From an optimization exercise on the open Yosys and OpenROAD flow, aimed at small area and a short achievable clock period; shortcuts taken in it are not production practice. In this exercise RTL edits were held to simulation tests only and were not proved equivalent to the original. Power and IR drop assume default switching activity.

== the baseline ==
==> module memory_driver, before the edit <==
module memory_driver
    (
        input                               clk                 ,
        input                               rst                 ,
        input          [32      -1:0]       concatenated        ,
        input                               wr_en               ,
        input                               rd_en               ,
        output reg     [32      -1:0]       concatenated_out    ,
        output reg                          empty               ,
        output reg                          full
    );
    reg [2047:0] fifo_ram;           
    reg [6:0]    fifo_counter;       
    reg          wr_last;            
    reg          rd_last;            
    reg [5:0]    wr_pointer;         
    reg [63:0]   rd_sel;             
    reg [31:0]   stage_data;
    reg [63:0]   row_we;             
    reg          stage_bypass;       
    reg          one;                
    reg          almost;             
    wire rd_ok = rd_en & ~empty;
    wire wr_ok = wr_en & (~full | rd_en);
    integer i;
    always @(posedge clk) begin
        stage_data <= concatenated;
        for (i = 0; i < 64; i = i + 1)
            if (row_we[i])
                fifo_ram[32*i +: 32] <= stage_data;
    end
    wire [31:0] read_data;
    genvar b;
    generate
        for (b = 0; b < 32; b = b + 1) begin : g_bit
            wire [63:0] column;
            genvar r;
            for (r = 0; r < 64; r = r + 1) begin : g_row
                assign column[r] = fifo_ram[32*r + b];
            end
            read_or64 u_or (.d(column), .s(rd_sel),
                            .e(stage_data[b]), .es(stage_bypass),
                            .y(read_data[b]));
        end
    endgenerate
    always @(posedge clk) begin
        if (rst)
            concatenated_out <= 32'd0;
        else if (rd_ok)
            concatenated_out <= read_data;
    end
    wire [6:0] count = wr_last ? (rd_last ? fifo_counter : fifo_counter + 7'd1)
                               : (rd_last ? fifo_counter - 7'd1 : fifo_counter);
    wire       two        = (count == 7'd2);
    wire       sixty_two  = (count == 7'd62);
    wire [63:0] rd_row      = rd_sel | (row_we & {64{stage_bypass}});
    wire [63:0] rd_row_next = rd_ok ? {rd_row[62:0], rd_row[63]} : rd_row;
    wire        bypass_next = wr_en & (empty | (one & rd_en));
    always @(posedge clk) begin
        if (rst) begin
            fifo_counter <= 7'd0;
            wr_last      <= 1'b0;
            rd_last      <= 1'b0;
            wr_pointer   <= 6'd0;
            rd_sel       <= 64'd1;
            row_we       <= 64'd0;
            stage_bypass <= 1'b0;
            empty        <= 1'b1;
            full         <= 1'b0;
            one          <= 1'b0;
            almost       <= 1'b0;
        end else begin
            fifo_counter <= count;
            wr_last      <= wr_ok;
            rd_last      <= rd_ok;
            if (wr_ok) wr_pointer <= wr_pointer + 6'd1;
            rd_sel       <= bypass_next ? 64'd0 : rd_row_next;
            for (i = 0; i < 64; i = i + 1)
                row_we[i] <= wr_ok & (wr_pointer == i);
            stage_bypass <= bypass_next;
            empty  <= (empty & ~wr_en) | (one & rd_en & ~wr_en);
            full   <= (full & ~(rd_en & ~wr_en)) | (almost & wr_en & ~rd_en);
            one    <= wr_ok ? (rd_ok ? one    : empty)
                            : (rd_ok ? two    : one);
            almost <= wr_ok ? (rd_ok ? almost : sixty_two)
                            : (rd_ok ? full   : almost);
        end
    end
endmodule
==> module read_or64, before the edit <==
module read_or64
    (
        input  [63:0] d,
        input  [63:0] s,
        input         e,
        input         es,
        output        y
    );
    wire [22:0] n;
    genvar g;
    generate
        for (g = 0; g < 21; g = g + 1) begin : g_aoi3
            aoi222 u (.a(d[3*g +: 3]), .b(s[3*g +: 3]), .y(n[g]));
        end
    endgenerate
    nand2 u21 (.a({d[63], s[63]}), .y(n[21]));
    nand2 u22 (.a({e, es}), .y(n[22]));
    wire [5:0] p;
    nand4 u_p0 (.a(n[3:0]),   .y(p[0]));
    nand4 u_p1 (.a(n[7:4]),   .y(p[1]));
    nand4 u_p2 (.a(n[11:8]),  .y(p[2]));
    nand4 u_p3 (.a(n[15:12]), .y(p[3]));
    nand4 u_p4 (.a(n[19:16]), .y(p[4]));
    nand3 u_p5 (.a(n[22:20]), .y(p[5]));
    wire [2:0] q;
    nor2 u_q0 (.a(p[1:0]), .y(q[0]));
    nor2 u_q1 (.a(p[3:2]), .y(q[1]));
    nor2 u_q2 (.a(p[5:4]), .y(q[2]));
    nand3 u_y (.a(q), .y(y));
endmodule
clock: 5.0 ns
lec_check: 0
cap_margin: 20
core_margin: 2
core_utilization: 55
cts_cluster_diameter: 80
cts_cluster_size: 25
setup_slack_margin: 2.7
slew_margin: 20
synth_hierarchical: 1
synth_minimum_keep_size: 0
run.sh (not shown) runs the stock make flow with config.mk's settings and CLKGATE_MAP_FILE= SYNTH_SCRIPT=/design/flow/synth_recipe.tcl, a recipe that flattens the netlist after the stock synthesis.
Input changes introduced in the candidate (baseline for comparison: the baseline):
-- flow/design.v --
<<< the baseline, line 30
                fifo_ram[32*i +: 32] <= stage_data;
    end
    wire [31:0] read_data;
    genvar b;
    generate
>>> the candidate, line 30
                fifo_ram[32*i +: 32] <= stage_data;
    end
    wire [31:0] ram_data;
    genvar b;
    generate
<<< the baseline, line 39
                assign column[r] = fifo_ram[32*r + b];
            end
            read_or64 u_or (.d(column), .s(rd_sel),
                            .e(stage_data[b]), .es(stage_bypass),
                            .y(read_data[b]));
        end
    endgenerate
    always @(posedge clk) begin
        if (rst)
>>> the candidate, line 39
                assign column[r] = fifo_ram[32*r + b];
            end
            read_or64 u_or (.d(column), .s(rd_sel), .y(ram_data[b]));
        end
    endgenerate
    wire [31:0] read_data = stage_bypass ? stage_data : ram_data;
    always @(posedge clk) begin
        if (rst)
<<< the baseline, line 54
    wire       two        = (count == 7'd2);
    wire       sixty_two  = (count == 7'd62);
    wire [63:0] rd_row      = rd_sel | (row_we & {64{stage_bypass}});
    wire [63:0] rd_row_next = rd_ok ? {rd_row[62:0], rd_row[63]} : rd_row;
    wire        bypass_next = wr_en & (empty | (one & rd_en));
    always @(posedge clk) begin
        if (rst) begin
>>> the candidate, line 53
    wire       two        = (count == 7'd2);
    wire       sixty_two  = (count == 7'd62);
    always @(posedge clk) begin
        if (rst) begin
<<< the baseline, line 75
            rd_last      <= rd_ok;
            if (wr_ok) wr_pointer <= wr_pointer + 6'd1;
            rd_sel       <= bypass_next ? 64'd0 : rd_row_next;
            for (i = 0; i < 64; i = i + 1)
                row_we[i] <= wr_ok & (wr_pointer == i);
            stage_bypass <= bypass_next;
            empty  <= (empty & ~wr_en) | (one & rd_en & ~wr_en);
            full   <= (full & ~(rd_en & ~wr_en)) | (almost & wr_en & ~rd_en);
>>> the candidate, line 71
            rd_last      <= rd_ok;
            if (wr_ok) wr_pointer <= wr_pointer + 6'd1;
            if (rd_ok) rd_sel <= {rd_sel[62:0], rd_sel[63]};
            for (i = 0; i < 64; i = i + 1)
                row_we[i] <= wr_ok & (wr_pointer == i);
            stage_bypass <= wr_en & (empty | (one & rd_en));
            empty  <= (empty & ~wr_en) | (one & rd_en & ~wr_en);
            full   <= (full & ~(rd_en & ~wr_en)) | (almost & wr_en & ~rd_en);
<<< the baseline, line 92
        input  [63:0] d,
        input  [63:0] s,
        input         e,
        input         es,
        output        y
    );
    wire [22:0] n;
    genvar g;
    generate
>>> the candidate, line 88
        input  [63:0] d,
        input  [63:0] s,
        output        y
    );
    wire [21:0] n;
    genvar g;
    generate
<<< the baseline, line 104
    endgenerate
    nand2 u21 (.a({d[63], s[63]}), .y(n[21]));
    nand2 u22 (.a({e, es}), .y(n[22]));
    wire [5:0] p;
    nand4 u_p0 (.a(n[3:0]),   .y(p[0]));
>>> the candidate, line 98
    endgenerate
    nand2 u21 (.a({d[63], s[63]}), .y(n[21]));
    wire [5:0] p;
    nand4 u_p0 (.a(n[3:0]),   .y(p[0]));
<<< the baseline, line 111
    nand4 u_p3 (.a(n[15:12]), .y(p[3]));
    nand4 u_p4 (.a(n[19:16]), .y(p[4]));
    nand3 u_p5 (.a(n[22:20]), .y(p[5]));
    wire [2:0] q;
    nor2 u_q0 (.a(p[1:0]), .y(q[0]));
>>> the candidate, line 104
    nand4 u_p3 (.a(n[15:12]), .y(p[3]));
    nand4 u_p4 (.a(n[19:16]), .y(p[4]));
    nand2 u_p5 (.a(n[21:20]), .y(p[5]));
    wire [2:0] q;
    nor2 u_q0 (.a(p[1:0]), .y(q[0]));
==> comparison <==
Summary of the candidate over the baseline: post-route cell area decreased by 0.31% relative to the old numbers, share of the cycle needed by the critical path after routing up 1.1 points. The baseline -> the candidate: post-synth design cell area decreased slightly. In the reports for the baseline and the candidate, the larger worst hold margin belongs to the candidate. Setup slack in the candidate is 0.057 ns below the baseline. Non-clock buffer total of the final layout | the candidate above the baseline. Compared with the baseline, in the candidate internal cell power went up; number of fill cells decreased 286.

[what the ideal ports hide]
In the flow no input, the clock included, has a driving cell. The finished layouts below were timed again as built, in two steps. Step 1 (the two cells are an assumption about what drives the block):
set clk [get_ports {clk}]
set_driving_cell -lib_cell sky130_fd_sc_hd__clkbuf_16 $clk
set_driving_cell -lib_cell sky130_fd_sc_hd__buf_2 [delete_from_list [all_inputs] $clk]
Step 2 adds t to the input delays and takes it off the output delays; t is the mean of the earliest and latest rising clock arrival at the registers after step 1. Input paths then give back, and output paths get back, about the clock's delay inside the block. Three values: ideal ports, drivers, drivers and shift; two values: the first two.
run | shift t [ns] | setup slack, ns | worst setup path at the end | worst data-port slew with drivers (ns)
the baseline | 0.836 | 2.616 / 2.590 / 2.066 | input to register | 0.10
the candidate | 0.831 | 2.560 / 2.560 / 2.079 | input to register | 0.11
After both steps setup and hold are still met in every run listed. The setup slack of the baseline, which loses most, moves by -0.026 ns with the drivers and by -0.550 ns with both steps.
